This is an optimization exercise on Yosys and OpenROAD, whose aim is small area and a short achievable clock period, not a production implementation.
No run shown here included a check of the RTL's function; only the layout flow was run.
Power figures rest on the tool's default switching activity, not on a simulated workload.

## flow/design.v (module list and top-level ports; edited modules follow where they fit)
// module pe: 46 lines
// module mac_0_16: 301 lines
// module mac_16_17: 337 lines
// module mac_17_17: 338 lines
// module mac_17_18: 348 lines
// module csa_fa: 4 lines
// module csa_ha: 4 lines
// module pp_nor: 3 lines
// module skew_buffer: 25 lines
// module systolic_array: 34 lines
// module matrix_accelerator: 32 lines
module matrix_accelerator(
    input  wire        clk,
    input  wire        rst,
    input  wire        load_weight,
    input  wire [31:0] activation_in,
    output wire [95:0] result_out
);
  // ...
==> flow/flow/run.sh <==
#!/bin/bash
# The standard layout (standard.sh), with plain buffers on the ports in place
# of the delay cells that buffer_ports picks by default. Every port still gets
# its own buffer. make's full output goes to standard.log in this folder.
set -euo pipefail
export BUFFER_PORTS_ARGS="-buffer_cell sky130_fd_sc_hd__buf_2"
bash standard.sh > standard.log 2>&1
==> flow/standard.sh <==
#!/bin/bash
# synth_recipe.tcl (not shown) runs the flow's synth.tcl, then flattens the netlist and writes it again
# the make line also repeats each setting of config.mk as NAME=value (left out here)
make -C /OpenROAD-flow-scripts/flow DESIGN_CONFIG=/design/flow/config.mk WORK_HOME=/design/flow/orfs CLKGATE_MAP_FILE= SYNTH_SCRIPT=/design/flow/synth_recipe.tcl "${@:-finish}"
==> flow/config.mk <==
export PLATFORM = sky130hd
export DESIGN_NAME = matrix_accelerator
export DESIGN_NICKNAME = matrix_accelerator
export VERILOG_FILES = /design/flow/design.v
export SDC_FILE = /design/flow/constraint.sdc
export NUM_CORES = 4
export LEC_CHECK = 0
export CAP_MARGIN = 20
export CORE_MARGIN = 2
export CORE_UTILIZATION = 40
export CTS_CLUSTER_DIAMETER = 120
export CTS_CLUSTER_SIZE = 22
export SETUP_SLACK_MARGIN = 3.5
export SLEW_MARGIN = 20
export SYNTH_HIERARCHICAL = 1
export SYNTH_MINIMUM_KEEP_SIZE = 0
==> flow/constraint.sdc <==
create_clock -name core_clock -period 8.0 [get_ports {clk}]
set_input_delay 1.6000 -clock core_clock [delete_from_list [all_inputs] [get_ports {clk}]]
set_output_delay 1.6000 -clock core_clock [all_outputs]
set_load 0.01 [all_outputs]
==> flow_metrics.py, run 1 <==
metrics = {
    "placement": {
        "dpl.hpwl_microns": 80900,
    },
    "routing": {
        "totalWireLength_microns": 105000,
        "route.met2.wl_microns": 49400,
    },
    "cells_and_area": {
        "inv_count": 363,
        "area_growth_pct": 9.43,
        "multi_input_area_sq_um": 31900,
        "flops_and_latches": 545,
        "clock_area_share_pct": 1.88,
        "finalNonFillerCells": 5985,
        "reg_top3": "array_core.ROW.c3.out_e: 72 flops, array_core.ROW.c1.out_e: 68 flops, array_core.ROW.c2.out_e: 68 flops",
        "final_common_cell": "nor2_1",
    },
    "outcome": {
        "status": "finished clean",
    },
    "clock_tree": {
        "hold_buffers": 0,
        "cts_num_sinks": 545,
        "cts_tree": "done",
        "path_clk_slew_ns": 0.10,
    },
    "sta": {
        "hold_viol": 0,
    },
    "global_route": {
        "top_usage_layer": "met2",
        "grt_use_met3_pct": 1.99,
        "met2_usage_pct": 29.3,
    },
    "floorplan": {
        "die_y_microns": 344,
        "taps": 1512,
    },
    "pwr": {
        "power_density_nw_per_um2": 397,
    },
    "flow_run": {
        "maxCapViolCount": 0,
    },
    "critical_path": {
        "slowest_delay_ns": 0.56,
    },
}
==> module mac_0_16, before the edit <==
module mac_0_16 (
    input  wire [7:0] an,    
    input  wire [7:0] bn,    
    input  wire se,       
    input  wire sy,       
    output wire [15:0] d
);
    wire t0;
    pp_nor ut0 (.a(an[0]), .b(bn[0]), .y(t0));
    wire t1;
    pp_nor ut1 (.a(an[0]), .b(bn[1]), .y(t1));
    wire t2;
    pp_nor ut2 (.a(an[0]), .b(bn[2]), .y(t2));
    wire t3;
    pp_nor ut3 (.a(an[0]), .b(bn[3]), .y(t3));
    wire t4;
    pp_nor ut4 (.a(an[0]), .b(bn[4]), .y(t4));
    wire t5;
    pp_nor ut5 (.a(an[0]), .b(bn[5]), .y(t5));
    wire t6;
    pp_nor ut6 (.a(an[0]), .b(bn[6]), .y(t6));
    wire t7 = an[0] | bn[7];
    wire t8;
    pp_nor ut8 (.a(an[1]), .b(bn[0]), .y(t8));
    wire t9;
    pp_nor ut9 (.a(an[1]), .b(bn[1]), .y(t9));
    wire t10;
    pp_nor ut10 (.a(an[1]), .b(bn[2]), .y(t10));
    wire t11;
    pp_nor ut11 (.a(an[1]), .b(bn[3]), .y(t11));
    wire t12;
    pp_nor ut12 (.a(an[1]), .b(bn[4]), .y(t12));
    wire t13;
    pp_nor ut13 (.a(an[1]), .b(bn[5]), .y(t13));
    wire t14;
    pp_nor ut14 (.a(an[1]), .b(bn[6]), .y(t14));
    wire t15 = an[1] | bn[7];
    wire t16;
    pp_nor ut16 (.a(an[2]), .b(bn[0]), .y(t16));
    wire t17;
    pp_nor ut17 (.a(an[2]), .b(bn[1]), .y(t17));
    wire t18;
    pp_nor ut18 (.a(an[2]), .b(bn[2]), .y(t18));
    wire t19;
    pp_nor ut19 (.a(an[2]), .b(bn[3]), .y(t19));
    wire t20;
    pp_nor ut20 (.a(an[2]), .b(bn[4]), .y(t20));
    wire t21;
    pp_nor ut21 (.a(an[2]), .b(bn[5]), .y(t21));
    wire t22;
    pp_nor ut22 (.a(an[2]), .b(bn[6]), .y(t22));
    wire t23 = an[2] | bn[7];
    wire t24;
    pp_nor ut24 (.a(an[3]), .b(bn[0]), .y(t24));
    wire t25;
    pp_nor ut25 (.a(an[3]), .b(bn[1]), .y(t25));
    wire t26;
    pp_nor ut26 (.a(an[3]), .b(bn[2]), .y(t26));
    wire t27;
    pp_nor ut27 (.a(an[3]), .b(bn[3]), .y(t27));
    wire t28;
    pp_nor ut28 (.a(an[3]), .b(bn[4]), .y(t28));
    wire t29;
    pp_nor ut29 (.a(an[3]), .b(bn[5]), .y(t29));
    wire t30;
    pp_nor ut30 (.a(an[3]), .b(bn[6]), .y(t30));
    wire t31 = an[3] | bn[7];
    wire t32;
    pp_nor ut32 (.a(an[4]), .b(bn[0]), .y(t32));
    wire t33;
    pp_nor ut33 (.a(an[4]), .b(bn[1]), .y(t33));
    wire t34;
    pp_nor ut34 (.a(an[4]), .b(bn[2]), .y(t34));
    wire t35;
    pp_nor ut35 (.a(an[4]), .b(bn[3]), .y(t35));
    wire t36;
    pp_nor ut36 (.a(an[4]), .b(bn[4]), .y(t36));
    wire t37;
    pp_nor ut37 (.a(an[4]), .b(bn[5]), .y(t37));
    wire t38;
    pp_nor ut38 (.a(an[4]), .b(bn[6]), .y(t38));
    wire t39 = an[4] | bn[7];
    wire t40;
    pp_nor ut40 (.a(an[5]), .b(bn[0]), .y(t40));
    wire t41;
    pp_nor ut41 (.a(an[5]), .b(bn[1]), .y(t41));
    wire t42;
    pp_nor ut42 (.a(an[5]), .b(bn[2]), .y(t42));
    wire t43;
    pp_nor ut43 (.a(an[5]), .b(bn[3]), .y(t43));
    wire t44;
    pp_nor ut44 (.a(an[5]), .b(bn[4]), .y(t44));
    wire t45;
    pp_nor ut45 (.a(an[5]), .b(bn[5]), .y(t45));
    wire t46;
    pp_nor ut46 (.a(an[5]), .b(bn[6]), .y(t46));
    wire t47 = an[5] | bn[7];
    wire t48;
    pp_nor ut48 (.a(an[6]), .b(bn[0]), .y(t48));
    wire t49;
    pp_nor ut49 (.a(an[6]), .b(bn[1]), .y(t49));
    wire t50;
    pp_nor ut50 (.a(an[6]), .b(bn[2]), .y(t50));
    wire t51;
    pp_nor ut51 (.a(an[6]), .b(bn[3]), .y(t51));
    wire t52;
    pp_nor ut52 (.a(an[6]), .b(bn[4]), .y(t52));
    wire t53;
    pp_nor ut53 (.a(an[6]), .b(bn[5]), .y(t53));
    wire t54;
    pp_nor ut54 (.a(an[6]), .b(bn[6]), .y(t54));
    wire t55 = an[6] | bn[7];
    wire t56 = an[7] | bn[0];
    wire t57 = an[7] | bn[1];
    wire t58 = an[7] | bn[2];
    wire t59 = an[7] | bn[3];
    wire t60 = an[7] | bn[4];
    wire t61 = an[7] | bn[5];
    wire t62 = an[7] | bn[6];
    wire t63;
    pp_nor ut63 (.a(an[7]), .b(bn[7]), .y(t63));
    wire t64, t65;
    csa_ha ut64 (.a(t2), .b(t9), .s(t64), .co(t65));
    wire t66, t67;
    csa_fa ut66 (.a(t3), .b(t10), .c(t17), .s(t66), .co(t67));
    wire t68, t69;
    csa_ha ut68 (.a(t24), .b(t65), .s(t68), .co(t69));
    wire t70, t71;
    csa_fa ut70 (.a(t4), .b(t11), .c(t18), .s(t70), .co(t71));
    wire t72, t73;
    csa_fa ut72 (.a(t25), .b(t32), .c(t67), .s(t72), .co(t73));
    wire t74, t75;
    csa_ha ut74 (.a(t69), .b(t70), .s(t74), .co(t75));
    wire t76, t77;
    csa_fa ut76 (.a(t5), .b(t12), .c(t19), .s(t76), .co(t77));
    wire t78, t79;
    csa_fa ut78 (.a(t26), .b(t33), .c(t40), .s(t78), .co(t79));
    wire t80, t81;
    csa_fa ut80 (.a(t71), .b(t76), .c(t78), .s(t80), .co(t81));
    wire t82, t83;
    csa_ha ut82 (.a(t75), .b(t73), .s(t82), .co(t83));
    wire t84, t85;
    csa_fa ut84 (.a(t6), .b(t13), .c(t20), .s(t84), .co(t85));
    wire t86, t87;
    csa_fa ut86 (.a(t27), .b(t34), .c(t41), .s(t86), .co(t87));
    wire t88, t89;
    csa_fa ut88 (.a(t48), .b(t77), .c(t79), .s(t88), .co(t89));
    wire t90, t91;
    csa_fa ut90 (.a(t84), .b(t86), .c(t81), .s(t90), .co(t91));
    wire t92, t93;
    csa_ha ut92 (.a(t88), .b(t83), .s(t92), .co(t93));
    wire t94, t95;
    csa_fa ut94 (.a(t7), .b(t14), .c(t21), .s(t94), .co(t95));
    wire t96, t97;
    csa_fa ut96 (.a(t28), .b(t35), .c(t42), .s(t96), .co(t97));
    wire t98, t99;
    csa_fa ut98 (.a(t49), .b(t56), .c(t85), .s(t98), .co(t99));
    wire t100, t101;
    csa_fa ut100 (.a(t87), .b(t94), .c(t96), .s(t100), .co(t101));
    wire t102, t103;
    csa_fa ut102 (.a(t89), .b(t98), .c(t100), .s(t102), .co(t103));
    wire t104, t105;
    csa_ha ut104 (.a(t91), .b(t93), .s(t104), .co(t105));
    wire t106 = ~(t15 ^ t22);
    wire t107 = t15 | t22;
    wire t108, t109;
    csa_fa ut108 (.a(t29), .b(t36), .c(t43), .s(t108), .co(t109));
    wire t110, t111;
    csa_fa ut110 (.a(t50), .b(t57), .c(t95), .s(t110), .co(t111));
    wire t112, t113;
    csa_fa ut112 (.a(t97), .b(t106), .c(t108), .s(t112), .co(t113));
    wire t114, t115;
    csa_fa ut114 (.a(t99), .b(t101), .c(t110), .s(t114), .co(t115));
    wire t116, t117;
    csa_fa ut116 (.a(t112), .b(t103), .c(t114), .s(t116), .co(t117));
    wire t118, t119;
    csa_fa ut118 (.a(t23), .b(t30), .c(t37), .s(t118), .co(t119));
    wire t120, t121;
    csa_fa ut120 (.a(t44), .b(t51), .c(t58), .s(t120), .co(t121));
    wire t122, t123;
    csa_fa ut122 (.a(t107), .b(t109), .c(t118), .s(t122), .co(t123));
    wire t124, t125;
    csa_fa ut124 (.a(t120), .b(t111), .c(t113), .s(t124), .co(t125));
    wire t126, t127;
    csa_fa ut126 (.a(t122), .b(t115), .c(t124), .s(t126), .co(t127));
    wire t128, t129;
    csa_fa ut128 (.a(t31), .b(t38), .c(t45), .s(t128), .co(t129));
    wire t130, t131;
    csa_fa ut130 (.a(t52), .b(t59), .c(t119), .s(t130), .co(t131));
    wire t132, t133;
    csa_fa ut132 (.a(t121), .b(t128), .c(t123), .s(t132), .co(t133));
    wire t134, t135;
    csa_fa ut134 (.a(t130), .b(t125), .c(t132), .s(t134), .co(t135));
    wire t136, t137;
    csa_fa ut136 (.a(t39), .b(t46), .c(t53), .s(t136), .co(t137));
    wire t138, t139;
    csa_fa ut138 (.a(t60), .b(t129), .c(t136), .s(t138), .co(t139));
    wire t140, t141;
    csa_fa ut140 (.a(t131), .b(t138), .c(t133), .s(t140), .co(t141));
    wire t142, t143;
    csa_fa ut142 (.a(t47), .b(t54), .c(t61), .s(t142), .co(t143));
    wire t144, t145;
    csa_fa ut144 (.a(t137), .b(t142), .c(t139), .s(t144), .co(t145));
    wire t146, t147;
    csa_fa ut146 (.a(t55), .b(t62), .c(t143), .s(t146), .co(t147));
    wire t148 = t0 & 1'b0;
    wire t149 = t1 & t8;
    wire t150 = t16 & t64;
    wire t151 = t66 & t68;
    wire t152 = t72 & t74;
    wire t153 = t80 & t82;
    wire t154 = t90 & t92;
    wire t155 = t102 & t104;
    wire t156 = t105 & t116;
    wire t157 = t117 & t126;
    wire t158 = t127 & t134;
    wire t159 = t135 & t140;
    wire t160 = t141 & t144;
    wire t161 = t145 & t146;
    wire t162 = t63 & t147;
    wire t163 = 1'b1 & 1'b0;
    wire t164 = t0 ^ 1'b0;
    wire t165 = t1 ^ t8;
    wire t166 = t16 ^ t64;
    wire t167 = t66 ^ t68;
    wire t168 = t72 ^ t74;
    wire t169 = t80 ^ t82;
    wire t170 = t90 ^ t92;
    wire t171 = t102 ^ t104;
    wire t172 = t105 ^ t116;
    wire t173 = t117 ^ t126;
    wire t174 = t127 ^ t134;
    wire t175 = t135 ^ t140;
    wire t176 = t141 ^ t144;
    wire t177 = t145 ^ t146;
    wire t178 = t63 ^ t147;
    wire t179 = 1'b1 ^ 1'b0;
    wire t180 = t149 | (t165 & t148);
    wire t181 = t150 | (t166 & t180);
    wire t182 = t151 | (t167 & t181);
    wire t183 = t152 | (t168 & t182);
    wire t184 = t153 | (t169 & t183);
    wire t185 = t155 | (t171 & t154);
    wire t186 = t171 & t170;
    wire t187 = t157 | (t173 & t156);
    wire t188 = t173 & t172;
    wire t189 = t159 | (t175 & t158);
    wire t190 = t175 & t174;
    wire t191 = t161 | (t177 & t160);
    wire t192 = t177 & t176;
    wire t193 = t163 | (t179 & t162);
    wire t194 = t179 & t178;
    wire t195 = t187 | (t188 & t185);
    wire t196 = t188 & t186;
    wire t197 = t191 | (t192 & t189);
    wire t198 = t192 & t190;
    wire t199 = t197 | (t198 & t195);
    wire t200 = t198 & t196;
    wire t201 = t189 | (t190 & t195);
    wire t202 = t190 & t196;
    wire t203 = t193 | (t194 & t199);
    wire t204 = t194 & t200;
    wire t205 = t156 | (t172 & t185);
    wire t206 = t172 & t186;
    wire t207 = t158 | (t174 & t195);
    wire t208 = t174 & t196;
    wire t209 = t160 | (t176 & t201);
    wire t210 = t176 & t202;
    wire t211 = t162 | (t178 & t199);
    wire t212 = t178 & t200;
    wire t213 = t154 | (t170 & t184);
    wire t214 = t185 | (t186 & t184);
    wire t215 = t205 | (t206 & t184);
    wire t216 = t195 | (t196 & t184);
    wire t217 = t207 | (t208 & t184);
    wire t218 = t201 | (t202 & t184);
    wire t219 = t209 | (t210 & t184);
    wire t220 = t199 | (t200 & t184);
    wire t221 = t211 | (t212 & t184);
    wire t222 = t203 | (t204 & t184);
    wire t223 = t165 ^ t148;
    wire t224 = t166 ^ t180;
    wire t225 = t167 ^ t181;
    wire t226 = t168 ^ t182;
    wire t227 = t169 ^ t183;
    wire t228 = t170 ^ t184;
    wire t229 = t171 ^ t213;
    wire t230 = t172 ^ t214;
    wire t231 = t173 ^ t215;
    wire t232 = t174 ^ t216;
    wire t233 = t175 ^ t217;
    wire t234 = t176 ^ t218;
    wire t235 = t177 ^ t219;
    wire t236 = t178 ^ t220;
    wire t237 = t179 ^ t221;
    wire [15:0] ra = {1'b1, t63, t145, t141, t135, t127, t117, t105, t102, t90, t80, t72, t66, t16, t1, t0};
    wire [15:0] rb = {1'b0, t147, t146, t144, t140, t134, t126, t116, t104, t92, t82, t74, t68, t64, t8, 1'b0};
    wire [15:0] y = {t237, t236, t235, t234, t233, t232, t231, t230, t229, t228, t227, t226, t225, t224, t223, t164};
    wire [15:0] e_ext = 16'd0;
    assign d = ({16{se}} & e_ext) | ({16{sy}} & y);
endmodule
==> module mac_16_17, before the edit <==
module mac_16_17 (
    input  wire [7:0] an,    
    input  wire [7:0] bn,    
    input  wire [15:0] e,
    input  wire se,       
    input  wire sy,       
    output wire [16:0] d
);
    wire t0;
    pp_nor ut0 (.a(an[0]), .b(bn[0]), .y(t0));
    wire t1;
    pp_nor ut1 (.a(an[0]), .b(bn[1]), .y(t1));
    wire t2;
    pp_nor ut2 (.a(an[0]), .b(bn[2]), .y(t2));
    wire t3;
    pp_nor ut3 (.a(an[0]), .b(bn[3]), .y(t3));
    wire t4;
    pp_nor ut4 (.a(an[0]), .b(bn[4]), .y(t4));
    wire t5;
    pp_nor ut5 (.a(an[0]), .b(bn[5]), .y(t5));
    wire t6;
    pp_nor ut6 (.a(an[0]), .b(bn[6]), .y(t6));
    wire t7 = an[0] | bn[7];
    wire t8;
    pp_nor ut8 (.a(an[1]), .b(bn[0]), .y(t8));
    wire t9;
    pp_nor ut9 (.a(an[1]), .b(bn[1]), .y(t9));
    wire t10;
    pp_nor ut10 (.a(an[1]), .b(bn[2]), .y(t10));
    wire t11;
    pp_nor ut11 (.a(an[1]), .b(bn[3]), .y(t11));
    wire t12;
    pp_nor ut12 (.a(an[1]), .b(bn[4]), .y(t12));
    wire t13;
    pp_nor ut13 (.a(an[1]), .b(bn[5]), .y(t13));
    wire t14;
    pp_nor ut14 (.a(an[1]), .b(bn[6]), .y(t14));
    wire t15 = an[1] | bn[7];
    wire t16;
    pp_nor ut16 (.a(an[2]), .b(bn[0]), .y(t16));
    wire t17;
    pp_nor ut17 (.a(an[2]), .b(bn[1]), .y(t17));
    wire t18;
    pp_nor ut18 (.a(an[2]), .b(bn[2]), .y(t18));
    wire t19;
    pp_nor ut19 (.a(an[2]), .b(bn[3]), .y(t19));
    wire t20;
    pp_nor ut20 (.a(an[2]), .b(bn[4]), .y(t20));
    wire t21;
    pp_nor ut21 (.a(an[2]), .b(bn[5]), .y(t21));
    wire t22;
    pp_nor ut22 (.a(an[2]), .b(bn[6]), .y(t22));
    wire t23 = an[2] | bn[7];
    wire t24;
    pp_nor ut24 (.a(an[3]), .b(bn[0]), .y(t24));
    wire t25;
    pp_nor ut25 (.a(an[3]), .b(bn[1]), .y(t25));
    wire t26;
    pp_nor ut26 (.a(an[3]), .b(bn[2]), .y(t26));
    wire t27;
    pp_nor ut27 (.a(an[3]), .b(bn[3]), .y(t27));
    wire t28;
    pp_nor ut28 (.a(an[3]), .b(bn[4]), .y(t28));
    wire t29;
    pp_nor ut29 (.a(an[3]), .b(bn[5]), .y(t29));
    wire t30;
    pp_nor ut30 (.a(an[3]), .b(bn[6]), .y(t30));
    wire t31 = an[3] | bn[7];
    wire t32;
    pp_nor ut32 (.a(an[4]), .b(bn[0]), .y(t32));
    wire t33;
    pp_nor ut33 (.a(an[4]), .b(bn[1]), .y(t33));
    wire t34;
    pp_nor ut34 (.a(an[4]), .b(bn[2]), .y(t34));
    wire t35;
    pp_nor ut35 (.a(an[4]), .b(bn[3]), .y(t35));
    wire t36;
    pp_nor ut36 (.a(an[4]), .b(bn[4]), .y(t36));
    wire t37;
    pp_nor ut37 (.a(an[4]), .b(bn[5]), .y(t37));
    wire t38;
    pp_nor ut38 (.a(an[4]), .b(bn[6]), .y(t38));
    wire t39 = an[4] | bn[7];
    wire t40;
    pp_nor ut40 (.a(an[5]), .b(bn[0]), .y(t40));
    wire t41;
    pp_nor ut41 (.a(an[5]), .b(bn[1]), .y(t41));
    wire t42;
    pp_nor ut42 (.a(an[5]), .b(bn[2]), .y(t42));
    wire t43;
    pp_nor ut43 (.a(an[5]), .b(bn[3]), .y(t43));
    wire t44;
    pp_nor ut44 (.a(an[5]), .b(bn[4]), .y(t44));
    wire t45;
    pp_nor ut45 (.a(an[5]), .b(bn[5]), .y(t45));
    wire t46;
    pp_nor ut46 (.a(an[5]), .b(bn[6]), .y(t46));
    wire t47 = an[5] | bn[7];
    wire t48;
    pp_nor ut48 (.a(an[6]), .b(bn[0]), .y(t48));
    wire t49;
    pp_nor ut49 (.a(an[6]), .b(bn[1]), .y(t49));
    wire t50;
    pp_nor ut50 (.a(an[6]), .b(bn[2]), .y(t50));
    wire t51;
    pp_nor ut51 (.a(an[6]), .b(bn[3]), .y(t51));
    wire t52;
    pp_nor ut52 (.a(an[6]), .b(bn[4]), .y(t52));
    wire t53;
    pp_nor ut53 (.a(an[6]), .b(bn[5]), .y(t53));
    wire t54;
    pp_nor ut54 (.a(an[6]), .b(bn[6]), .y(t54));
    wire t55 = an[6] | bn[7];
    wire t56 = an[7] | bn[0];
    wire t57 = an[7] | bn[1];
    wire t58 = an[7] | bn[2];
    wire t59 = an[7] | bn[3];
    wire t60 = an[7] | bn[4];
    wire t61 = an[7] | bn[5];
    wire t62 = an[7] | bn[6];
    wire t63;
    pp_nor ut63 (.a(an[7]), .b(bn[7]), .y(t63));
    wire t64 = ~e[15];
    wire t65, t66;
    csa_ha ut65 (.a(e[1]), .b(t1), .s(t65), .co(t66));
    wire t67, t68;
    csa_fa ut67 (.a(e[2]), .b(t2), .c(t9), .s(t67), .co(t68));
    wire t69, t70;
    csa_ha ut69 (.a(t16), .b(t66), .s(t69), .co(t70));
    wire t71, t72;
    csa_fa ut71 (.a(e[3]), .b(t3), .c(t10), .s(t71), .co(t72));
    wire t73, t74;
    csa_fa ut73 (.a(t17), .b(t24), .c(t68), .s(t73), .co(t74));
    wire t75, t76;
    csa_ha ut75 (.a(t70), .b(t71), .s(t75), .co(t76));
    wire t77, t78;
    csa_fa ut77 (.a(e[4]), .b(t4), .c(t11), .s(t77), .co(t78));
    wire t79, t80;
    csa_fa ut79 (.a(t18), .b(t25), .c(t32), .s(t79), .co(t80));
    wire t81, t82;
    csa_fa ut81 (.a(t72), .b(t77), .c(t79), .s(t81), .co(t82));
    wire t83, t84;
    csa_ha ut83 (.a(t76), .b(t74), .s(t83), .co(t84));
    wire t85, t86;
    csa_fa ut85 (.a(e[5]), .b(t5), .c(t12), .s(t85), .co(t86));
    wire t87, t88;
    csa_fa ut87 (.a(t19), .b(t26), .c(t33), .s(t87), .co(t88));
    wire t89, t90;
    csa_fa ut89 (.a(t40), .b(t78), .c(t80), .s(t89), .co(t90));
    wire t91, t92;
    csa_fa ut91 (.a(t85), .b(t87), .c(t82), .s(t91), .co(t92));
    wire t93, t94;
    csa_ha ut93 (.a(t89), .b(t84), .s(t93), .co(t94));
    wire t95, t96;
    csa_fa ut95 (.a(e[6]), .b(t6), .c(t13), .s(t95), .co(t96));
    wire t97, t98;
    csa_fa ut97 (.a(t20), .b(t27), .c(t34), .s(t97), .co(t98));
    wire t99, t100;
    csa_fa ut99 (.a(t41), .b(t48), .c(t86), .s(t99), .co(t100));
    wire t101, t102;
    csa_fa ut101 (.a(t88), .b(t95), .c(t97), .s(t101), .co(t102));
    wire t103, t104;
    csa_fa ut103 (.a(t90), .b(t99), .c(t101), .s(t103), .co(t104));
    wire t105, t106;
    csa_ha ut105 (.a(t92), .b(t94), .s(t105), .co(t106));
    wire t107, t108;
    csa_fa ut107 (.a(e[7]), .b(t7), .c(t14), .s(t107), .co(t108));
    wire t109, t110;
    csa_fa ut109 (.a(t21), .b(t28), .c(t35), .s(t109), .co(t110));
    wire t111, t112;
    csa_fa ut111 (.a(t42), .b(t49), .c(t56), .s(t111), .co(t112));
    wire t113, t114;
    csa_fa ut113 (.a(t96), .b(t98), .c(t107), .s(t113), .co(t114));
    wire t115, t116;
    csa_fa ut115 (.a(t109), .b(t111), .c(t100), .s(t115), .co(t116));
    wire t117, t118;
    csa_fa ut117 (.a(t102), .b(t113), .c(t115), .s(t117), .co(t118));
    wire t119, t120;
    csa_ha ut119 (.a(t104), .b(t106), .s(t119), .co(t120));
    wire t121 = ~(e[8] ^ t15);
    wire t122 = e[8] | t15;
    wire t123, t124;
    csa_fa ut123 (.a(t22), .b(t29), .c(t36), .s(t123), .co(t124));
    wire t125, t126;
    csa_fa ut125 (.a(t43), .b(t50), .c(t57), .s(t125), .co(t126));
    wire t127, t128;
    csa_fa ut127 (.a(t108), .b(t110), .c(t112), .s(t127), .co(t128));
    wire t129, t130;
    csa_fa ut129 (.a(t121), .b(t123), .c(t125), .s(t129), .co(t130));
    wire t131, t132;
    csa_fa ut131 (.a(t114), .b(t127), .c(t129), .s(t131), .co(t132));
    wire t133, t134;
    csa_fa ut133 (.a(t116), .b(t131), .c(t118), .s(t133), .co(t134));
    wire t135, t136;
    csa_fa ut135 (.a(e[9]), .b(t23), .c(t30), .s(t135), .co(t136));
    wire t137, t138;
    csa_fa ut137 (.a(t37), .b(t44), .c(t51), .s(t137), .co(t138));
    wire t139, t140;
    csa_fa ut139 (.a(t58), .b(t122), .c(t124), .s(t139), .co(t140));
    wire t141, t142;
    csa_fa ut141 (.a(t126), .b(t135), .c(t137), .s(t141), .co(t142));
    wire t143, t144;
    csa_fa ut143 (.a(t128), .b(t130), .c(t139), .s(t143), .co(t144));
    wire t145, t146;
    csa_fa ut145 (.a(t141), .b(t132), .c(t143), .s(t145), .co(t146));
    wire t147, t148;
    csa_fa ut147 (.a(e[10]), .b(t31), .c(t38), .s(t147), .co(t148));
    wire t149, t150;
    csa_fa ut149 (.a(t45), .b(t52), .c(t59), .s(t149), .co(t150));
    wire t151, t152;
    csa_fa ut151 (.a(t136), .b(t138), .c(t147), .s(t151), .co(t152));
    wire t153, t154;
    csa_fa ut153 (.a(t149), .b(t140), .c(t142), .s(t153), .co(t154));
    wire t155, t156;
    csa_fa ut155 (.a(t151), .b(t144), .c(t153), .s(t155), .co(t156));
    wire t157, t158;
    csa_fa ut157 (.a(e[11]), .b(t39), .c(t46), .s(t157), .co(t158));
    wire t159, t160;
    csa_fa ut159 (.a(t53), .b(t60), .c(t148), .s(t159), .co(t160));
    wire t161, t162;
    csa_fa ut161 (.a(t150), .b(t157), .c(t152), .s(t161), .co(t162));
    wire t163, t164;
    csa_fa ut163 (.a(t159), .b(t154), .c(t161), .s(t163), .co(t164));
    wire t165, t166;
    csa_fa ut165 (.a(e[12]), .b(t47), .c(t54), .s(t165), .co(t166));
    wire t167, t168;
    csa_fa ut167 (.a(t61), .b(t158), .c(t165), .s(t167), .co(t168));
    wire t169, t170;
    csa_fa ut169 (.a(t160), .b(t167), .c(t162), .s(t169), .co(t170));
    wire t171, t172;
    csa_fa ut171 (.a(e[13]), .b(t55), .c(t62), .s(t171), .co(t172));
    wire t173, t174;
    csa_fa ut173 (.a(t166), .b(t171), .c(t168), .s(t173), .co(t174));
    wire t175, t176;
    csa_fa ut175 (.a(e[14]), .b(t63), .c(t172), .s(t175), .co(t176));
    wire t177 = t0 & e[0];
    wire t178 = t8 & t65;
    wire t179 = t67 & t69;
    wire t180 = t73 & t75;
    wire t181 = t81 & t83;
    wire t182 = t91 & t93;
    wire t183 = t103 & t105;
    wire t184 = t117 & t119;
    wire t185 = t120 & t133;
    wire t186 = t134 & t145;
    wire t187 = t146 & t155;
    wire t188 = t156 & t163;
    wire t189 = t164 & t169;
    wire t190 = t170 & t173;
    wire t191 = t174 & t175;
    wire t192 = t64 & t176;
    wire t193 = 1'b1 & 1'b0;
    wire t194 = t0 ^ e[0];
    wire t195 = t8 ^ t65;
    wire t196 = t67 ^ t69;
    wire t197 = t73 ^ t75;
    wire t198 = t81 ^ t83;
    wire t199 = t91 ^ t93;
    wire t200 = t103 ^ t105;
    wire t201 = t117 ^ t119;
    wire t202 = t120 ^ t133;
    wire t203 = t134 ^ t145;
    wire t204 = t146 ^ t155;
    wire t205 = t156 ^ t163;
    wire t206 = t164 ^ t169;
    wire t207 = t170 ^ t173;
    wire t208 = t174 ^ t175;
    wire t209 = t64 ^ t176;
    wire t210 = 1'b1 ^ 1'b0;
    wire t211 = t178 | (t195 & t177);
    wire t212 = t179 | (t196 & t211);
    wire t213 = t180 | (t197 & t212);
    wire t214 = t181 | (t198 & t213);
    wire t215 = t182 | (t199 & t214);
    wire t216 = t184 | (t201 & t183);
    wire t217 = t201 & t200;
    wire t218 = t186 | (t203 & t185);
    wire t219 = t203 & t202;
    wire t220 = t188 | (t205 & t187);
    wire t221 = t205 & t204;
    wire t222 = t190 | (t207 & t189);
    wire t223 = t207 & t206;
    wire t224 = t192 | (t209 & t191);
    wire t225 = t209 & t208;
    wire t226 = t218 | (t219 & t216);
    wire t227 = t219 & t217;
    wire t228 = t222 | (t223 & t220);
    wire t229 = t223 & t221;
    wire t230 = t228 | (t229 & t226);
    wire t231 = t229 & t227;
    wire t232 = t220 | (t221 & t226);
    wire t233 = t221 & t227;
    wire t234 = t224 | (t225 & t230);
    wire t235 = t225 & t231;
    wire t236 = t185 | (t202 & t216);
    wire t237 = t202 & t217;
    wire t238 = t187 | (t204 & t226);
    wire t239 = t204 & t227;
    wire t240 = t189 | (t206 & t232);
    wire t241 = t206 & t233;
    wire t242 = t191 | (t208 & t230);
    wire t243 = t208 & t231;
    wire t244 = t193 | (t210 & t234);
    wire t245 = t210 & t235;
    wire t246 = t183 | (t200 & t215);
    wire t247 = t216 | (t217 & t215);
    wire t248 = t236 | (t237 & t215);
    wire t249 = t226 | (t227 & t215);
    wire t250 = t238 | (t239 & t215);
    wire t251 = t232 | (t233 & t215);
    wire t252 = t240 | (t241 & t215);
    wire t253 = t230 | (t231 & t215);
    wire t254 = t242 | (t243 & t215);
    wire t255 = t234 | (t235 & t215);
    wire t256 = t244 | (t245 & t215);
    wire t257 = t195 ^ t177;
    wire t258 = t196 ^ t211;
    wire t259 = t197 ^ t212;
    wire t260 = t198 ^ t213;
    wire t261 = t199 ^ t214;
    wire t262 = t200 ^ t215;
    wire t263 = t201 ^ t246;
    wire t264 = t202 ^ t247;
    wire t265 = t203 ^ t248;
    wire t266 = t204 ^ t249;
    wire t267 = t205 ^ t250;
    wire t268 = t206 ^ t251;
    wire t269 = t207 ^ t252;
    wire t270 = t208 ^ t253;
    wire t271 = t209 ^ t254;
    wire t272 = t210 ^ t255;
    wire [16:0] ra = {1'b1, t64, t174, t170, t164, t156, t146, t134, t120, t117, t103, t91, t81, t73, t67, t8, t0};
    wire [16:0] rb = {1'b0, t176, t175, t173, t169, t163, t155, t145, t133, t119, t105, t93, t83, t75, t69, t65, e[0]};
    wire [16:0] y = {t272, t271, t270, t269, t268, t267, t266, t265, t264, t263, t262, t261, t260, t259, t258, t257, t194};
    wire [16:0] e_ext = {{1{e[15]}}, e};
    assign d = ({17{se}} & e_ext) | ({17{sy}} & y);
endmodule
==> module mac_17_17, before the edit <==
module mac_17_17 (
    input  wire [7:0] an,    
    input  wire [7:0] bn,    
    input  wire [16:0] e,
    input  wire se,       
    input  wire sy,       
    output wire [16:0] d
);
    wire t0;
    pp_nor ut0 (.a(an[0]), .b(bn[0]), .y(t0));
    wire t1;
    pp_nor ut1 (.a(an[0]), .b(bn[1]), .y(t1));
    wire t2;
    pp_nor ut2 (.a(an[0]), .b(bn[2]), .y(t2));
    wire t3;
    pp_nor ut3 (.a(an[0]), .b(bn[3]), .y(t3));
    wire t4;
    pp_nor ut4 (.a(an[0]), .b(bn[4]), .y(t4));
    wire t5;
    pp_nor ut5 (.a(an[0]), .b(bn[5]), .y(t5));
    wire t6;
    pp_nor ut6 (.a(an[0]), .b(bn[6]), .y(t6));
    wire t7 = an[0] | bn[7];
    wire t8;
    pp_nor ut8 (.a(an[1]), .b(bn[0]), .y(t8));
    wire t9;
    pp_nor ut9 (.a(an[1]), .b(bn[1]), .y(t9));
    wire t10;
    pp_nor ut10 (.a(an[1]), .b(bn[2]), .y(t10));
    wire t11;
    pp_nor ut11 (.a(an[1]), .b(bn[3]), .y(t11));
    wire t12;
    pp_nor ut12 (.a(an[1]), .b(bn[4]), .y(t12));
    wire t13;
    pp_nor ut13 (.a(an[1]), .b(bn[5]), .y(t13));
    wire t14;
    pp_nor ut14 (.a(an[1]), .b(bn[6]), .y(t14));
    wire t15 = an[1] | bn[7];
    wire t16;
    pp_nor ut16 (.a(an[2]), .b(bn[0]), .y(t16));
    wire t17;
    pp_nor ut17 (.a(an[2]), .b(bn[1]), .y(t17));
    wire t18;
    pp_nor ut18 (.a(an[2]), .b(bn[2]), .y(t18));
    wire t19;
    pp_nor ut19 (.a(an[2]), .b(bn[3]), .y(t19));
    wire t20;
    pp_nor ut20 (.a(an[2]), .b(bn[4]), .y(t20));
    wire t21;
    pp_nor ut21 (.a(an[2]), .b(bn[5]), .y(t21));
    wire t22;
    pp_nor ut22 (.a(an[2]), .b(bn[6]), .y(t22));
    wire t23 = an[2] | bn[7];
    wire t24;
    pp_nor ut24 (.a(an[3]), .b(bn[0]), .y(t24));
    wire t25;
    pp_nor ut25 (.a(an[3]), .b(bn[1]), .y(t25));
    wire t26;
    pp_nor ut26 (.a(an[3]), .b(bn[2]), .y(t26));
    wire t27;
    pp_nor ut27 (.a(an[3]), .b(bn[3]), .y(t27));
    wire t28;
    pp_nor ut28 (.a(an[3]), .b(bn[4]), .y(t28));
    wire t29;
    pp_nor ut29 (.a(an[3]), .b(bn[5]), .y(t29));
    wire t30;
    pp_nor ut30 (.a(an[3]), .b(bn[6]), .y(t30));
    wire t31 = an[3] | bn[7];
    wire t32;
    pp_nor ut32 (.a(an[4]), .b(bn[0]), .y(t32));
    wire t33;
    pp_nor ut33 (.a(an[4]), .b(bn[1]), .y(t33));
    wire t34;
    pp_nor ut34 (.a(an[4]), .b(bn[2]), .y(t34));
    wire t35;
    pp_nor ut35 (.a(an[4]), .b(bn[3]), .y(t35));
    wire t36;
    pp_nor ut36 (.a(an[4]), .b(bn[4]), .y(t36));
    wire t37;
    pp_nor ut37 (.a(an[4]), .b(bn[5]), .y(t37));
    wire t38;
    pp_nor ut38 (.a(an[4]), .b(bn[6]), .y(t38));
    wire t39 = an[4] | bn[7];
    wire t40;
    pp_nor ut40 (.a(an[5]), .b(bn[0]), .y(t40));
    wire t41;
    pp_nor ut41 (.a(an[5]), .b(bn[1]), .y(t41));
    wire t42;
    pp_nor ut42 (.a(an[5]), .b(bn[2]), .y(t42));
    wire t43;
    pp_nor ut43 (.a(an[5]), .b(bn[3]), .y(t43));
    wire t44;
    pp_nor ut44 (.a(an[5]), .b(bn[4]), .y(t44));
    wire t45;
    pp_nor ut45 (.a(an[5]), .b(bn[5]), .y(t45));
    wire t46;
    pp_nor ut46 (.a(an[5]), .b(bn[6]), .y(t46));
    wire t47 = an[5] | bn[7];
    wire t48;
    pp_nor ut48 (.a(an[6]), .b(bn[0]), .y(t48));
    wire t49;
    pp_nor ut49 (.a(an[6]), .b(bn[1]), .y(t49));
    wire t50;
    pp_nor ut50 (.a(an[6]), .b(bn[2]), .y(t50));
    wire t51;
    pp_nor ut51 (.a(an[6]), .b(bn[3]), .y(t51));
    wire t52;
    pp_nor ut52 (.a(an[6]), .b(bn[4]), .y(t52));
    wire t53;
    pp_nor ut53 (.a(an[6]), .b(bn[5]), .y(t53));
    wire t54;
    pp_nor ut54 (.a(an[6]), .b(bn[6]), .y(t54));
    wire t55 = an[6] | bn[7];
    wire t56 = an[7] | bn[0];
    wire t57 = an[7] | bn[1];
    wire t58 = an[7] | bn[2];
    wire t59 = an[7] | bn[3];
    wire t60 = an[7] | bn[4];
    wire t61 = an[7] | bn[5];
    wire t62 = an[7] | bn[6];
    wire t63;
    pp_nor ut63 (.a(an[7]), .b(bn[7]), .y(t63));
    wire t64 = ~e[16];
    wire t65, t66;
    csa_ha ut65 (.a(e[1]), .b(t1), .s(t65), .co(t66));
    wire t67, t68;
    csa_fa ut67 (.a(e[2]), .b(t2), .c(t9), .s(t67), .co(t68));
    wire t69, t70;
    csa_ha ut69 (.a(t16), .b(t66), .s(t69), .co(t70));
    wire t71, t72;
    csa_fa ut71 (.a(e[3]), .b(t3), .c(t10), .s(t71), .co(t72));
    wire t73, t74;
    csa_fa ut73 (.a(t17), .b(t24), .c(t68), .s(t73), .co(t74));
    wire t75, t76;
    csa_ha ut75 (.a(t70), .b(t71), .s(t75), .co(t76));
    wire t77, t78;
    csa_fa ut77 (.a(e[4]), .b(t4), .c(t11), .s(t77), .co(t78));
    wire t79, t80;
    csa_fa ut79 (.a(t18), .b(t25), .c(t32), .s(t79), .co(t80));
    wire t81, t82;
    csa_fa ut81 (.a(t72), .b(t77), .c(t79), .s(t81), .co(t82));
    wire t83, t84;
    csa_ha ut83 (.a(t76), .b(t74), .s(t83), .co(t84));
    wire t85, t86;
    csa_fa ut85 (.a(e[5]), .b(t5), .c(t12), .s(t85), .co(t86));
    wire t87, t88;
    csa_fa ut87 (.a(t19), .b(t26), .c(t33), .s(t87), .co(t88));
    wire t89, t90;
    csa_fa ut89 (.a(t40), .b(t78), .c(t80), .s(t89), .co(t90));
    wire t91, t92;
    csa_fa ut91 (.a(t85), .b(t87), .c(t82), .s(t91), .co(t92));
    wire t93, t94;
    csa_ha ut93 (.a(t89), .b(t84), .s(t93), .co(t94));
    wire t95, t96;
    csa_fa ut95 (.a(e[6]), .b(t6), .c(t13), .s(t95), .co(t96));
    wire t97, t98;
    csa_fa ut97 (.a(t20), .b(t27), .c(t34), .s(t97), .co(t98));
    wire t99, t100;
    csa_fa ut99 (.a(t41), .b(t48), .c(t86), .s(t99), .co(t100));
    wire t101, t102;
    csa_fa ut101 (.a(t88), .b(t95), .c(t97), .s(t101), .co(t102));
    wire t103, t104;
    csa_fa ut103 (.a(t90), .b(t99), .c(t101), .s(t103), .co(t104));
    wire t105, t106;
    csa_ha ut105 (.a(t92), .b(t94), .s(t105), .co(t106));
    wire t107, t108;
    csa_fa ut107 (.a(e[7]), .b(t7), .c(t14), .s(t107), .co(t108));
    wire t109, t110;
    csa_fa ut109 (.a(t21), .b(t28), .c(t35), .s(t109), .co(t110));
    wire t111, t112;
    csa_fa ut111 (.a(t42), .b(t49), .c(t56), .s(t111), .co(t112));
    wire t113, t114;
    csa_fa ut113 (.a(t96), .b(t98), .c(t107), .s(t113), .co(t114));
    wire t115, t116;
    csa_fa ut115 (.a(t109), .b(t111), .c(t100), .s(t115), .co(t116));
    wire t117, t118;
    csa_fa ut117 (.a(t102), .b(t113), .c(t115), .s(t117), .co(t118));
    wire t119, t120;
    csa_ha ut119 (.a(t104), .b(t106), .s(t119), .co(t120));
    wire t121 = ~(e[8] ^ t15);
    wire t122 = e[8] | t15;
    wire t123, t124;
    csa_fa ut123 (.a(t22), .b(t29), .c(t36), .s(t123), .co(t124));
    wire t125, t126;
    csa_fa ut125 (.a(t43), .b(t50), .c(t57), .s(t125), .co(t126));
    wire t127, t128;
    csa_fa ut127 (.a(t108), .b(t110), .c(t112), .s(t127), .co(t128));
    wire t129, t130;
    csa_fa ut129 (.a(t121), .b(t123), .c(t125), .s(t129), .co(t130));
    wire t131, t132;
    csa_fa ut131 (.a(t114), .b(t127), .c(t129), .s(t131), .co(t132));
    wire t133, t134;
    csa_fa ut133 (.a(t116), .b(t131), .c(t118), .s(t133), .co(t134));
    wire t135, t136;
    csa_fa ut135 (.a(e[9]), .b(t23), .c(t30), .s(t135), .co(t136));
    wire t137, t138;
    csa_fa ut137 (.a(t37), .b(t44), .c(t51), .s(t137), .co(t138));
    wire t139, t140;
    csa_fa ut139 (.a(t58), .b(t122), .c(t124), .s(t139), .co(t140));
    wire t141, t142;
    csa_fa ut141 (.a(t126), .b(t135), .c(t137), .s(t141), .co(t142));
    wire t143, t144;
    csa_fa ut143 (.a(t128), .b(t130), .c(t139), .s(t143), .co(t144));
    wire t145, t146;
    csa_fa ut145 (.a(t141), .b(t132), .c(t143), .s(t145), .co(t146));
    wire t147, t148;
    csa_fa ut147 (.a(e[10]), .b(t31), .c(t38), .s(t147), .co(t148));
    wire t149, t150;
    csa_fa ut149 (.a(t45), .b(t52), .c(t59), .s(t149), .co(t150));
    wire t151, t152;
    csa_fa ut151 (.a(t136), .b(t138), .c(t147), .s(t151), .co(t152));
    wire t153, t154;
    csa_fa ut153 (.a(t149), .b(t140), .c(t142), .s(t153), .co(t154));
    wire t155, t156;
    csa_fa ut155 (.a(t151), .b(t144), .c(t153), .s(t155), .co(t156));
    wire t157, t158;
    csa_fa ut157 (.a(e[11]), .b(t39), .c(t46), .s(t157), .co(t158));
    wire t159, t160;
    csa_fa ut159 (.a(t53), .b(t60), .c(t148), .s(t159), .co(t160));
    wire t161, t162;
    csa_fa ut161 (.a(t150), .b(t157), .c(t152), .s(t161), .co(t162));
    wire t163, t164;
    csa_fa ut163 (.a(t159), .b(t154), .c(t161), .s(t163), .co(t164));
    wire t165, t166;
    csa_fa ut165 (.a(e[12]), .b(t47), .c(t54), .s(t165), .co(t166));
    wire t167, t168;
    csa_fa ut167 (.a(t61), .b(t158), .c(t165), .s(t167), .co(t168));
    wire t169, t170;
    csa_fa ut169 (.a(t160), .b(t167), .c(t162), .s(t169), .co(t170));
    wire t171, t172;
    csa_fa ut171 (.a(e[13]), .b(t55), .c(t62), .s(t171), .co(t172));
    wire t173, t174;
    csa_fa ut173 (.a(t166), .b(t171), .c(t168), .s(t173), .co(t174));
    wire t175, t176;
    csa_fa ut175 (.a(e[14]), .b(t63), .c(t172), .s(t175), .co(t176));
    wire t177 = ~e[15];
    wire t178 = t0 & e[0];
    wire t179 = t8 & t65;
    wire t180 = t67 & t69;
    wire t181 = t73 & t75;
    wire t182 = t81 & t83;
    wire t183 = t91 & t93;
    wire t184 = t103 & t105;
    wire t185 = t117 & t119;
    wire t186 = t120 & t133;
    wire t187 = t134 & t145;
    wire t188 = t146 & t155;
    wire t189 = t156 & t163;
    wire t190 = t164 & t169;
    wire t191 = t170 & t173;
    wire t192 = t174 & t175;
    wire t193 = t176 & t177;
    wire t194 = t64 & e[15];
    wire t195 = t0 ^ e[0];
    wire t196 = t8 ^ t65;
    wire t197 = t67 ^ t69;
    wire t198 = t73 ^ t75;
    wire t199 = t81 ^ t83;
    wire t200 = t91 ^ t93;
    wire t201 = t103 ^ t105;
    wire t202 = t117 ^ t119;
    wire t203 = t120 ^ t133;
    wire t204 = t134 ^ t145;
    wire t205 = t146 ^ t155;
    wire t206 = t156 ^ t163;
    wire t207 = t164 ^ t169;
    wire t208 = t170 ^ t173;
    wire t209 = t174 ^ t175;
    wire t210 = t176 ^ t177;
    wire t211 = t64 ^ e[15];
    wire t212 = t179 | (t196 & t178);
    wire t213 = t180 | (t197 & t212);
    wire t214 = t181 | (t198 & t213);
    wire t215 = t182 | (t199 & t214);
    wire t216 = t183 | (t200 & t215);
    wire t217 = t185 | (t202 & t184);
    wire t218 = t202 & t201;
    wire t219 = t187 | (t204 & t186);
    wire t220 = t204 & t203;
    wire t221 = t189 | (t206 & t188);
    wire t222 = t206 & t205;
    wire t223 = t191 | (t208 & t190);
    wire t224 = t208 & t207;
    wire t225 = t193 | (t210 & t192);
    wire t226 = t210 & t209;
    wire t227 = t219 | (t220 & t217);
    wire t228 = t220 & t218;
    wire t229 = t223 | (t224 & t221);
    wire t230 = t224 & t222;
    wire t231 = t229 | (t230 & t227);
    wire t232 = t230 & t228;
    wire t233 = t221 | (t222 & t227);
    wire t234 = t222 & t228;
    wire t235 = t225 | (t226 & t231);
    wire t236 = t226 & t232;
    wire t237 = t186 | (t203 & t217);
    wire t238 = t203 & t218;
    wire t239 = t188 | (t205 & t227);
    wire t240 = t205 & t228;
    wire t241 = t190 | (t207 & t233);
    wire t242 = t207 & t234;
    wire t243 = t192 | (t209 & t231);
    wire t244 = t209 & t232;
    wire t245 = t194 | (t211 & t235);
    wire t246 = t211 & t236;
    wire t247 = t184 | (t201 & t216);
    wire t248 = t217 | (t218 & t216);
    wire t249 = t237 | (t238 & t216);
    wire t250 = t227 | (t228 & t216);
    wire t251 = t239 | (t240 & t216);
    wire t252 = t233 | (t234 & t216);
    wire t253 = t241 | (t242 & t216);
    wire t254 = t231 | (t232 & t216);
    wire t255 = t243 | (t244 & t216);
    wire t256 = t235 | (t236 & t216);
    wire t257 = t245 | (t246 & t216);
    wire t258 = t196 ^ t178;
    wire t259 = t197 ^ t212;
    wire t260 = t198 ^ t213;
    wire t261 = t199 ^ t214;
    wire t262 = t200 ^ t215;
    wire t263 = t201 ^ t216;
    wire t264 = t202 ^ t247;
    wire t265 = t203 ^ t248;
    wire t266 = t204 ^ t249;
    wire t267 = t205 ^ t250;
    wire t268 = t206 ^ t251;
    wire t269 = t207 ^ t252;
    wire t270 = t208 ^ t253;
    wire t271 = t209 ^ t254;
    wire t272 = t210 ^ t255;
    wire t273 = t211 ^ t256;
    wire [16:0] ra = {t64, t176, t174, t170, t164, t156, t146, t134, t120, t117, t103, t91, t81, t73, t67, t8, t0};
    wire [16:0] rb = {e[15], t177, t175, t173, t169, t163, t155, t145, t133, t119, t105, t93, t83, t75, t69, t65, e[0]};
    wire [16:0] y = {t273, t272, t271, t270, t269, t268, t267, t266, t265, t264, t263, t262, t261, t260, t259, t258, t195};
    wire [16:0] e_ext = {{0{e[16]}}, e};
    assign d = ({17{se}} & e_ext) | ({17{sy}} & y);
endmodule
==> inputs of run 2 (changes only) <==
--- a/flow/design.v
+++ b/flow/design.v
@@ -203,18 +203,18 @@
     wire t98, t99;
     csa_fa ut98 (.a(t49), .b(t56), .c(t85), .s(t98), .co(t99));
     wire t100, t101;
     csa_fa ut100 (.a(t87), .b(t94), .c(t96), .s(t100), .co(t101));
     wire t102, t103;
     csa_fa ut102 (.a(t89), .b(t98), .c(t100), .s(t102), .co(t103));
     wire t104, t105;
     csa_ha ut104 (.a(t91), .b(t93), .s(t104), .co(t105));
-    wire t106 = ~(t15 ^ t22);
-    wire t107 = t15 | t22;
+    wire t106, t107;
+    csa_fa ut106 (.a(1'b1), .b(t15), .c(t22), .s(t106), .co(t107));
     wire t108, t109;
     csa_fa ut108 (.a(t29), .b(t36), .c(t43), .s(t108), .co(t109));
     wire t110, t111;
     csa_fa ut110 (.a(t50), .b(t57), .c(t95), .s(t110), .co(t111));
     wire t112, t113;
     csa_fa ut112 (.a(t97), .b(t106), .c(t108), .s(t112), .co(t113));
     wire t114, t115;
     csa_fa ut114 (.a(t99), .b(t101), .c(t110), .s(t114), .co(t115));
@@ -520,18 +520,18 @@
     wire t113, t114;
     csa_fa ut113 (.a(t96), .b(t98), .c(t107), .s(t113), .co(t114));
     wire t115, t116;
     csa_fa ut115 (.a(t109), .b(t111), .c(t100), .s(t115), .co(t116));
     wire t117, t118;
     csa_fa ut117 (.a(t102), .b(t113), .c(t115), .s(t117), .co(t118));
     wire t119, t120;
     csa_ha ut119 (.a(t104), .b(t106), .s(t119), .co(t120));
-    wire t121 = ~(e[8] ^ t15);
-    wire t122 = e[8] | t15;
+    wire t121, t122;
+    csa_fa ut121 (.a(1'b1), .b(e[8]), .c(t15), .s(t121), .co(t122));
     wire t123, t124;
     csa_fa ut123 (.a(t22), .b(t29), .c(t36), .s(t123), .co(t124));
     wire t125, t126;
     csa_fa ut125 (.a(t43), .b(t50), .c(t57), .s(t125), .co(t126));
     wire t127, t128;
     csa_fa ut127 (.a(t108), .b(t110), .c(t112), .s(t127), .co(t128));
     wire t129, t130;
     csa_fa ut129 (.a(t121), .b(t123), .c(t125), .s(t129), .co(t130));
@@ -857,18 +857,18 @@
     wire t113, t114;
     csa_fa ut113 (.a(t96), .b(t98), .c(t107), .s(t113), .co(t114));
     wire t115, t116;
     csa_fa ut115 (.a(t109), .b(t111), .c(t100), .s(t115), .co(t116));
     wire t117, t118;
     csa_fa ut117 (.a(t102), .b(t113), .c(t115), .s(t117), .co(t118));
     wire t119, t120;
     csa_ha ut119 (.a(t104), .b(t106), .s(t119), .co(t120));
-    wire t121 = ~(e[8] ^ t15);
-    wire t122 = e[8] | t15;
+    wire t121, t122;
+    csa_fa ut121 (.a(1'b1), .b(e[8]), .c(t15), .s(t121), .co(t122));
     wire t123, t124;
     csa_fa ut123 (.a(t22), .b(t29), .c(t36), .s(t123), .co(t124));
     wire t125, t126;
     csa_fa ut125 (.a(t43), .b(t50), .c(t57), .s(t125), .co(t126));
     wire t127, t128;
     csa_fa ut127 (.a(t108), .b(t110), .c(t112), .s(t127), .co(t128));
     wire t129, t130;
     csa_fa ut129 (.a(t121), .b(t123), .c(t125), .s(t129), .co(t130));
@@ -1195,18 +1195,18 @@
     wire t113, t114;
     csa_fa ut113 (.a(t96), .b(t98), .c(t107), .s(t113), .co(t114));
     wire t115, t116;
     csa_fa ut115 (.a(t109), .b(t111), .c(t100), .s(t115), .co(t116));
     wire t117, t118;
     csa_fa ut117 (.a(t102), .b(t113), .c(t115), .s(t117), .co(t118));
     wire t119, t120;
     csa_ha ut119 (.a(t104), .b(t106), .s(t119), .co(t120));
-    wire t121 = ~(e[8] ^ t15);
-    wire t122 = e[8] | t15;
+    wire t121, t122;
+    csa_fa ut121 (.a(1'b1), .b(e[8]), .c(t15), .s(t121), .co(t122));
     wire t123, t124;
     csa_fa ut123 (.a(t22), .b(t29), .c(t36), .s(t123), .co(t124));
     wire t125, t126;
     csa_fa ut125 (.a(t43), .b(t50), .c(t57), .s(t125), .co(t126));
     wire t127, t128;
     csa_fa ut127 (.a(t108), .b(t110), .c(t112), .s(t127), .co(t128));
     wire t129, t130;
     csa_fa ut129 (.a(t121), .b(t123), .c(t125), .s(t129), .co(t130));
==> run 2 against run 1 <==
Clock power is essentially flat. First-iteration DRC count shrank 0.55%. Critical endpoint is now array_core.ROW[0].c0.out_e[10]$_DFF_P_. Clock skew increased by 0.013 ns.
==> flow_metrics.py, run 2 <==
metrics = {
    "outcome": {
        "status": "finished clean",
    },
    "sta": {
        "layout_min_cycle_time_ns": 4.48,
        "holdWs_ns": 0.357,
        "fmax_mhz": 223,
        "period_share_pct": 56.0,
        "finalSetupViolations": 0,
        "slew_headroom_pct": 43.0,
        "setup_tns_ns": 0,
        "slew_viol_final": 0,
        "tightest_slew_ns": 0.855,
        "hold_viol": 0,
        "grt_setup_unrepaired": "yes",
        "finClkSkew_ns": 0.0386,
    },
    "cells_and_area": {
        "mostFrequentLayoutCells": "nor2_1, fa_1, inv_1, dfxtp_1, ha_1",
        "nets": 5526,
        "n_antenna_cell": 0,
        "largest_reg_flops": 72,
        "final_design_area_no_fill_sq_um": 50600,
        "reg_top3": "array_core.ROW.c3.out_e: 72 flops, array_core.ROW.c1.out_e: 68 flops, array_core.ROW.c2.out_e: 68 flops",
        "area_growth_pct": 9.06,
        "final_common_cell": "nor2_1",
        "regMostFlops": "array_core.ROW.c3.out_e",
        "finalNonFillerCells": 5920,
        "drive_gt1_share_pct": 17.4,
    },
    "placement": {
        "dpl.hpwl_microns": 80700,
        "dpl.cell_count": 5793,
        "portBuffers": 130,
        "placed_cell_area_sq_um": 48700,
        "gp_congestion": 0.844,
    },
    "clock_tree": {
        "insertion_delay_ns": 0.67,
        "cts_buffer_depth": 3,
        "cts_num_sinks": 545,
        "hold_buffers": 0,
        "htreeDepth": 1,
        "cts-root-buf": "clkbuf_16",
        "path_clk_slew_ns": 0.09,
        "cts_tree": "done",
        "numCtsBuffers": 31,
    },
    "floorplan": {
        "die_area_sq_um": 119000,
        "row_count": 124,
        "dieWidth_microns": 345,
        "core_sq_um": 115000,
        "initial_core_util_pct": 40.5,
        "ioPinCount": 131,
        "die_y_microns": 345,
    },
    "yosys": {
        "synthesis.instances": 4215,
        "synth_warnings": 16,
        "syn_nets": 5358,
        "synth.avg_cell_area_sq_um": 11.0,
        "syn_area_sq_um": 46400,
    },
    "min_path": {
        "min_path_type": "reg -> reg",
        "min_from": "skew_unit.d3_1[0]$_DFF_PP1_",
        "hold_depth": 0,
    },
    "routing": {
        "vias": 30700,
        "vias_per_cell": 5.19,
        "drc": 0,
        "first_pass_iters": 5,
        "wl_per_cell_microns": 17.6,
        "drt_iter0_markers": 1822,
        "drtAntennaViolNets": 0,
        "totalWireLength_microns": 104000,
    },
    "global_route": {
        "antenna_found_initial": 0,
        "grt_pass1_vias": 32500,
        "track_usage_pct": 18.0,
        "grt_max_degree": 79,
        "grt_first_pass_wirelength_microns": 173000,
        "grt_overflow": 0,
    },
    "critical_path": {
        "crit_fanout": 4,
        "reg2reg_from": "array_core.ROW[2].c3.S.q[0]$_DFF_PP1_",
        "critical_path_class": "in -> reg",
        "crit_arrival_ns": 5.05,
        "critPathRequiredTime_ns": 8.57,
        "cp-end-kind": "register",
        "rr_worst_depth": 14,
        "startpoint": "activation_in[0]",
        "startpoint_type": "primary input",
    },
    "flow_run": {
        "maxCapViolCount": 0,
    },
    "pwr": {
        "ir_drop_v": 0.000227,
        "power_density_nw_per_um2": 397,
        "p_leak_nw": 21.6,
    },
}
## run 2: cell count changes in the layout (fill, tap and decap cells not counted), sizes merged, moves of 12 or more
| cell | change |
|---|---|
| ha | -16 |
| inv | -54 |
| or2 | +20 |
| a21oi | -12 |
| buf | -14 |
| conb | +16 |
| xnor2 | +12 |
| fa | +16 |
| nor2 | -44 |
| nor2b | +16 |
## run 2: final cells by class
| type | count | area, sq um |
|---|---|---|
| inverter | 307 | 1170 |
| timing repair buffer | 210 | 1280 |
| multi-input combinational | 3287 | 32200 |
| tap | 1512 | 1890 |
| fill | 10700 | 64000 |
| sequential | 545 | 13100 |
| clock buffer | 50 | 857 |
| timing repair inverter | 1 | 5.00 |
| clock inverter | 8 | 95.1 |
## run 2: per-layer routing
| layer | track usage, % | vias up | share of wire, % |
|---|---|---|---|
| met2 | 29.5 | 643 | 47 |
| met4 | 3.22 | 0 | 1.5 |
| li1 | - | 14100 | - |
| met1 | 26.0 | 15900 | 47 |
| met5 | 0 | - | 0 |
| met3 | 1.94 | 98 | 4.2 |
## run 2: per-stage QoR
step / utilization [%] / worst slack (ns) / power, mW
2_1_floorplan: - / 3.08 / 15.0
3_3_place_gp: 42.5 / 2.62 / 17.5
3_5_place_dp: 42.5 / 2.58 / 17.7
4_1_cts: 43.4 / 3.50 / 19.6
5_1_grt: 44.1 / 3.44 / 22.5
6_report: 44.1 / 3.52 / 20.1
## run 2: path summary, 6_finish.rpt
kind	endpoint	slack, ns
max	array_core.ROW[0].c0.out_e[10]$_DFF_P_	3.52
min	skew_unit.d3_2[0]$_DFF_PP1_	0.36
max reg2reg	array_core.ROW[3].c3.out_e[14]$_DFF_P_	3.63
min reg2reg	skew_unit.d3_2[0]$_DFF_PP1_	0.36
max in group asynchronous	skew_unit.d1_1[7]$_DFF_PP1_	6.09
min in group asynchronous	valid$_DFFE_PP0P_	1.11
## run 2: power breakdown
part	switching [mW]	internal, mW
Clock	0.993	0.758
Combinational	7.61	6.71
Sequential	0.622	3.41
## run 2: what timing repair did
item / in CTS / in global routing
endpoints found under the hold margin: 0 / 0
pin swaps: 4 / 35
resized for setup: 6 / 76
cloned: 0 / 1
setup endpoints to repair: 15 / 57
setup buffers: 9 / 59
## run 2: worst max-delay path, stage by stage
cell        delay [ns]
buf_2             0.10
clkinvlp_4        0.11
or2_4             0.24
fa_1              0.38
fa_2              0.54
fa_1              0.43
fa_1              0.55
ha_4              0.22
o21ai_2           0.09
a21oi_2           0.09
o21a_1            0.20
or3_1             0.30
and3_1            0.18

## what the ideal ports hide
The flow's constraints put no driver on any port. The routed layouts listed below were extracted and timed again, unchanged, in two steps. Step 1 (the two cells are an assumption about what drives the block):
set clk [get_ports {clk}]
set_driving_cell -lib_cell sky130_fd_sc_hd__clkbuf_16 $clk
set_driving_cell -lib_cell sky130_fd_sc_hd__buf_2 [delete_from_list [all_inputs] $clk]
Step 2 adds t to the input delays and takes it off the output delays; t is the mean of the earliest and latest rising clock arrival at the registers after step 1. Input paths then give back, and output paths get back, about the clock's delay inside the block. Three values: no drivers, after step 1, after step 2; two values: the first two.
run | t (ns) | setup slack, ns | worst setup path at the end | slew at the worst register clock pin (ns)
run 1 | 0.712 | 3.567 / 3.617 / 2.905 | input to register | 0.10 / 0.10
run 2 | 0.723 | 3.522 / 3.574 / 2.851 | input to register | 0.10 / 0.10
After both steps setup and hold are still met in every run listed. For run 2, which loses most, drivers alone change the setup slack by +0.052 ns; drivers and shift together by -0.671 ns.
